This design comes from an exercise in tuning for small area on the open sky130 flow, not from production work.
Only simulation tests tie the RTL to the original design; equivalence was not proved.
Power figures rest on the tool's default switching activity, not on a simulated workload.

== try-indigo ==
## ticket_booking_system
module ticket_booking_system (
    input clk,
    input rst,
    input book,
    input cancel,
    input check,
    input [3:0] seat_type,
    input [4:0] travel_date,
    output reg [7:0] price,
    output reg [7:0] seats_left,
    output reg booking_success,
    output reg cancel_success,
    output reg availability_status
);
clock: 8.0 ns
lec_check: 0
cap_margin: 20
core_margin: 2
core_utilization: 55
cts_buf_list: sky130_fd_sc_hd__clkbuf_16
cts_cluster_diameter: 80
cts_cluster_size: 24
place_density: 0.7
slew_margin: 20
synth_hierarchical: 1
synth_minimum_keep_size: 0
run.sh (not shown) runs the stock make flow with config.mk's settings and CLKGATE_MAP_FILE= SYNTH_SCRIPT=/design/flow/synth_recipe.tcl, a recipe that flattens the netlist after the stock synthesis.
--- input diff try-indigo..try-xenon ---
- removing CTS_CLUSTER_DIAMETER (formerly 80)
- removing CTS_BUF_LIST (formerly sky130_fd_sc_hd__clkbuf_16)
- removing CTS_CLUSTER_SIZE (formerly 24)
--- outcome ---
From try-indigo to try-xenon the numbers moved as follows: clock period minus worst slack picked up an extra 0.015 ns; clock-cell share of area picked up an extra 4.4 points.
The simple-gate share of the synthesized area of try-xenon and that of try-indigo are within noise of each other.
Sort try-xenon and try-indigo by post-route cell area, descending, and try-xenon comes first.
try-xenon against try-indigo: number of buffers inserted during clock tree synthesis moved up; ratio of final minimum period to clock period moved up; number of search-and-repair iterations in the first detailed-routing pass moved down.
Edits applied to the flow inputs when going from try-xenon to try-lagoon:
- putting CTS_BUF_LIST at sky130_fd_sc_hd__clkbuf_8 where nothing was set
- putting CTS_CLUSTER_DIAMETER at 60 where nothing was set
- putting CTS_CLUSTER_SIZE at 16 where nothing was set
==> comparison <==
- [try-lagoon] met1 layer usage reported by global route fell 0.81 points relative to try-xenon
- Relative to try-xenon, the final cell area reported for try-lagoon is lower.
- Comparing the two runs side by side, try-lagoon comes out ahead of try-xenon on routed wire length.
- Proportion of power drawn by the clock network (higher): try-xenon
- try-lagoon vs try-xenon, instance count: try-lagoon lower
- The global placement routability congestion was comparable across try-xenon and try-lagoon.
- The final core area utilization of try-lagoon falls short of that of try-xenon by 2.9 points.
- Diff try-xenon -> try-lagoon: fraction of the cycle the final worst path needs dropped 1.2 points, ratio of cells with drive above 1 in the final layout saw a decrease.
Edits applied to the flow inputs when going from try-lagoon to try-raven:
- CTS_CLUSTER_SIZE removed (was 16)
- CORE_UTILIZATION changed from 55 to 40
- PLACE_DENSITY changed from 0.7 to 0.6
- CTS_CLUSTER_DIAMETER removed (was 60)
- CTS_BUF_LIST removed (was sky130_fd_sc_hd__clkbuf_8)
Findings:
Going from try-lagoon to try-raven, fmax shrinks by 2.0 MHz. The final setup slack of the worst path in try-raven was lower than what try-lagoon gave. Final design area excluding fillers up 6.2% in try-raven wrt try-lagoon. Taking try-raven over try-lagoon, the cell area power density ratio works out to 1.18. try-raven ended up with a higher clock-buffer cell count than try-lagoon did.
--- input diff try-raven..try-quartz ---
- CORE_UTILIZATION: 40 -> 55
- CTS_BUF_LIST: unset -> sky130_fd_sc_hd__clkbuf_4
- PLACE_DENSITY: 0.6 -> 0.7
## What came out
- Compared with try-raven, in try-quartz total power shrank by 6.5%, worst IR drop on VDD has decreased, first-pass GRT wire length dropped 2700 um, global-route usage increased by 6.6 points relative to the old numbers.
- Going from try-raven to try-quartz, number of global-route vias before repair went up 465, hold slack went up 0.013 ns, growth of design area from synthesis to finish went down 2.1 points, cell area went down about 1.8%.
- Lower final critical-path required period was reported by try-quartz, not try-raven.

========
Another version of the RTL of ticket_booking_system (not shown whole).
For scale: roughly 1200 cells after synthesis, roughly 370 flip-flops, ~33 I/O pins, ~13000 µm² of cells after synthesis.
==> flow/config.mk <==
export PLATFORM = sky130hd
export DESIGN_NAME = ticket_booking_system
export DESIGN_NICKNAME = ticket_booking_system
export VERILOG_FILES = /design/flow/design.v
export SDC_FILE = /design/flow/constraint.sdc
export NUM_CORES = 4
export LEC_CHECK = 0
export CAP_MARGIN = 20
export CORE_MARGIN = 2
export CORE_UTILIZATION = 55
export CTS_BUF_LIST = sky130_fd_sc_hd__clkbuf_4
export CTS_CLUSTER_DIAMETER = 40
export CTS_CLUSTER_SIZE = 10
export PLACE_DENSITY = 0.7
export SLEW_MARGIN = 20
export SYNTH_HIERARCHICAL = 1
export SYNTH_MINIMUM_KEEP_SIZE = 0
==> flow/constraint.sdc <==
create_clock -name core_clock -period 8.0 [get_ports {clk}]
set_input_delay 1.6000 -clock core_clock [delete_from_list [all_inputs] [get_ports {clk}]]
set_output_delay 1.6000 -clock core_clock [all_outputs]
set_load 0.01 [all_outputs]
standard.sh (not shown) runs the stock make flow with config.mk's settings and CLKGATE_MAP_FILE= SYNTH_SCRIPT=/design/flow/synth_recipe.tcl, a recipe that flattens the netlist after the stock synthesis.
==> flow/flow/run.sh <==
#!/bin/bash
# The standard layout (the standard.sh: ORFS synthesis to final layout),
# with one change: the port buffers that global placement inserts are the
# platform's smallest buffer instead of the one buffer_ports picks by itself.
set -euo pipefail
export BUFFER_PORTS_ARGS="-buffer_cell sky130_fd_sc_hd__buf_1"
bash standard.sh > standard.log 2>&1
Next try:
- CORE_UTILIZATION: 55 -> 70
- CTS_CLUSTER_DIAMETER: 40 -> 50
- PLACE_DENSITY: 0.7 -> 0.8
What happened:
- die area is lower by 21%
- total power is lower by 6.2%
- sequential share of layout area is higher by 1.1 points
- final cell count is lower by 6.5%
- via count is higher by 0.84%
- non-clock buffer count does not change
- setup slack loses 180 ps
- global-route usage is higher by 6.7 points
- routed wire length is lower by 2.6%

========
== willow ==
ticket_booking_system again, from the RTL that the note above started with.
export LEC_CHECK = 0
export CAP_MARGIN = 20
export CORE_MARGIN = 2
export CORE_UTILIZATION = 55
export CTS_BUF_LIST = sky130_fd_sc_hd__clkbuf_8
export CTS_CLUSTER_DIAMETER = 50
export CTS_CLUSTER_SIZE = 18
export PLACE_DENSITY = 0.7
export SLEW_MARGIN = 20
export SYNTH_HIERARCHICAL = 1
export SYNTH_MINIMUM_KEEP_SIZE = 0
create_clock -name core_clock -period 8.0 [get_ports {clk}]
Scripts as last shown in full above: flow/flow/run.sh
For ember, these inputs were changed with respect to willow:
Settings: changing CTS_CLUSTER_DIAMETER from 50 to 80; changing CTS_CLUSTER_SIZE from 18 to 24; changing CTS_BUF_LIST from sky130_fd_sc_hd__clkbuf_8 to sky130_fd_sc_hd__clkbuf_16.
==> flow/run.sh (new file) <==
#!/bin/bash
# synth_recipe.tcl (not shown) runs the flow's synth.tcl, then flattens the netlist and writes it again
# the make line also repeats each setting of config.mk as NAME=value (left out here)
make -C /OpenROAD-flow-scripts/flow DESIGN_CONFIG=/design/flow/config.mk WORK_HOME=/design/flow/orfs CLKGATE_MAP_FILE= SYNTH_SCRIPT=/design/flow/synth_recipe.tcl finish
removed: flow/flow/run.sh
removed: flow/standard.sh
[summary]
Compared with willow, ember is more frugal on power.
Max synthesis-to-finish area growth across ember and willow: willow
Measured against each other, ember and willow differ in final-layout worst hold slack, the higher figure coming from ember.
Routed wire length per instance, ember and willow: higher on ember
Fraction of area in registers across ember and willow: no real change.
Looking at deepest level of the CTS H-tree across ember and willow, the one that comes out higher is willow.
For the wire length on met3, ember came in about 9% higher than willow did.
From willow to ember the numbers moved as follows: clock buffer count saw a decrease; number of global-route vias before repair decreased 136.
Between ember and willow, the difference in summed area of non-filler cells in the final layout is negligible.
ember vs willow: cell-internal power down by a few percent
Edits applied to the flow inputs when going from ember to violet:
Settings: swapping 20 for 5 in CAP_MARGIN; swapping 20 for 5 in SLEW_MARGIN.
==> flow/flow/run.sh (new file) <==
#!/bin/bash
# The standard layout (the standard.sh: ORFS synthesis to final layout),
# with one change: the port buffers that global placement inserts are the
# platform's smallest buffer instead of the one buffer_ports picks by itself.
set -euo pipefail
export BUFFER_PORTS_ARGS="-buffer_cell sky130_fd_sc_hd__buf_1"
bash standard.sh > standard.log 2>&1
==> flow/standard.sh (new file) <==
#!/bin/bash
# synth_recipe.tcl (not shown) runs the flow's synth.tcl, then flattens the netlist and writes it again
# the make line also repeats each setting of config.mk as NAME=value (left out here)
make -C /OpenROAD-flow-scripts/flow DESIGN_CONFIG=/design/flow/config.mk WORK_HOME=/design/flow/orfs CLKGATE_MAP_FILE= SYNTH_SCRIPT=/design/flow/synth_recipe.tcl "${@:-finish}"
removed: flow/run.sh
Diff ember -> violet: final critical delay including setup and external delays now sits lower, non-filler instance count after layout now sits at about the same level, power now sits lower, cell area after layout now sits lower, number of optimization iterations in the first detailed-route pass now sits higher. Reported net switching power: lower on violet.
#### Input delta (juniper over violet)
Settings: changing SLEW_MARGIN from 5 to 20; changing CTS_CLUSTER_DIAMETER from 80 to 70; changing CTS_CLUSTER_SIZE from 24 to 30; changing CAP_MARGIN from 5 to 20.
==> flow/run.sh (new file) <==
#!/bin/bash
# synth_recipe.tcl (not shown) runs the flow's synth.tcl, then flattens the netlist and writes it again
# the make line also repeats each setting of config.mk as NAME=value (left out here)
make -C /OpenROAD-flow-scripts/flow DESIGN_CONFIG=/design/flow/config.mk WORK_HOME=/design/flow/orfs CLKGATE_MAP_FILE= SYNTH_SCRIPT=/design/flow/synth_recipe.tcl finish
removed: flow/flow/run.sh
removed: flow/standard.sh
[summary]
Arrival time of the worst setup path: juniper higher than violet
Core util | juniper vs violet | juniper higher
Initial antenna violation count, juniper and violet: higher on juniper
As far as number of instances resized during post-cts repair goes, violet and juniper are indistinguishable; the numbers are identical.
juniper completed end to end with timing, DRC and antenna clean.
Changes observed in juniper relative to violet: clock network power share rose 3.3 points, post-synthesis compound-gate area fraction held, worst path setup slack after routing dropped 0.47 ns.

-- afterwards: timing with drivers on the ports --
Ports are ideal in the flow. The routed layouts listed here were re-timed in OpenROAD.
Step 1, drivers: a clkbuf_16 drives clk and a buf_2 each remaining input, both assumed.
Step 2 moves the port delays by t, midway between the first and last clock arrival at a register: inputs arrive t later, outputs are due t later. That takes back most of the time a late clock gives input paths.
Three values: ideal, step 1, step 2; two values: the first two.
run	shift t [ns]	setup WS [ns]	worst register clock-pin slew, ns
try-indigo	0.572	1.423 / 1.444 / 0.872	0.10 / 0.10
try-xenon	0.569	1.408 / 1.429 / 0.861	0.06 / 0.06
try-lagoon	0.644	1.501 / 1.517 / 0.873	0.10 / 0.10
try-raven	0.566	1.416 / 1.434 / 0.868	0.06 / 0.06
try-quartz	0.762	1.546 / 1.563 / 0.800	0.08 / 0.08
the first run of note 2	0.732	1.701 / 1.718 / 0.986	0.12 / 0.12
the second run of note 2	0.718	1.517 / 1.536 / 0.818	0.12 / 0.12
willow	0.591	1.484 / 1.505 / 0.914	0.10 / 0.10
ember	0.564	1.091 / 1.110 / 0.546	0.10 / 0.10
violet	0.566	1.512 / 1.536 / 0.970	0.10 / 0.10
juniper	0.568	1.037 / 1.057 / 0.489	0.11 / 0.11
After both steps setup and hold are still met in every run listed. For try-quartz, which loses most, drivers alone change the setup slack by +0.017 ns; drivers and shift together by -0.746 ns.
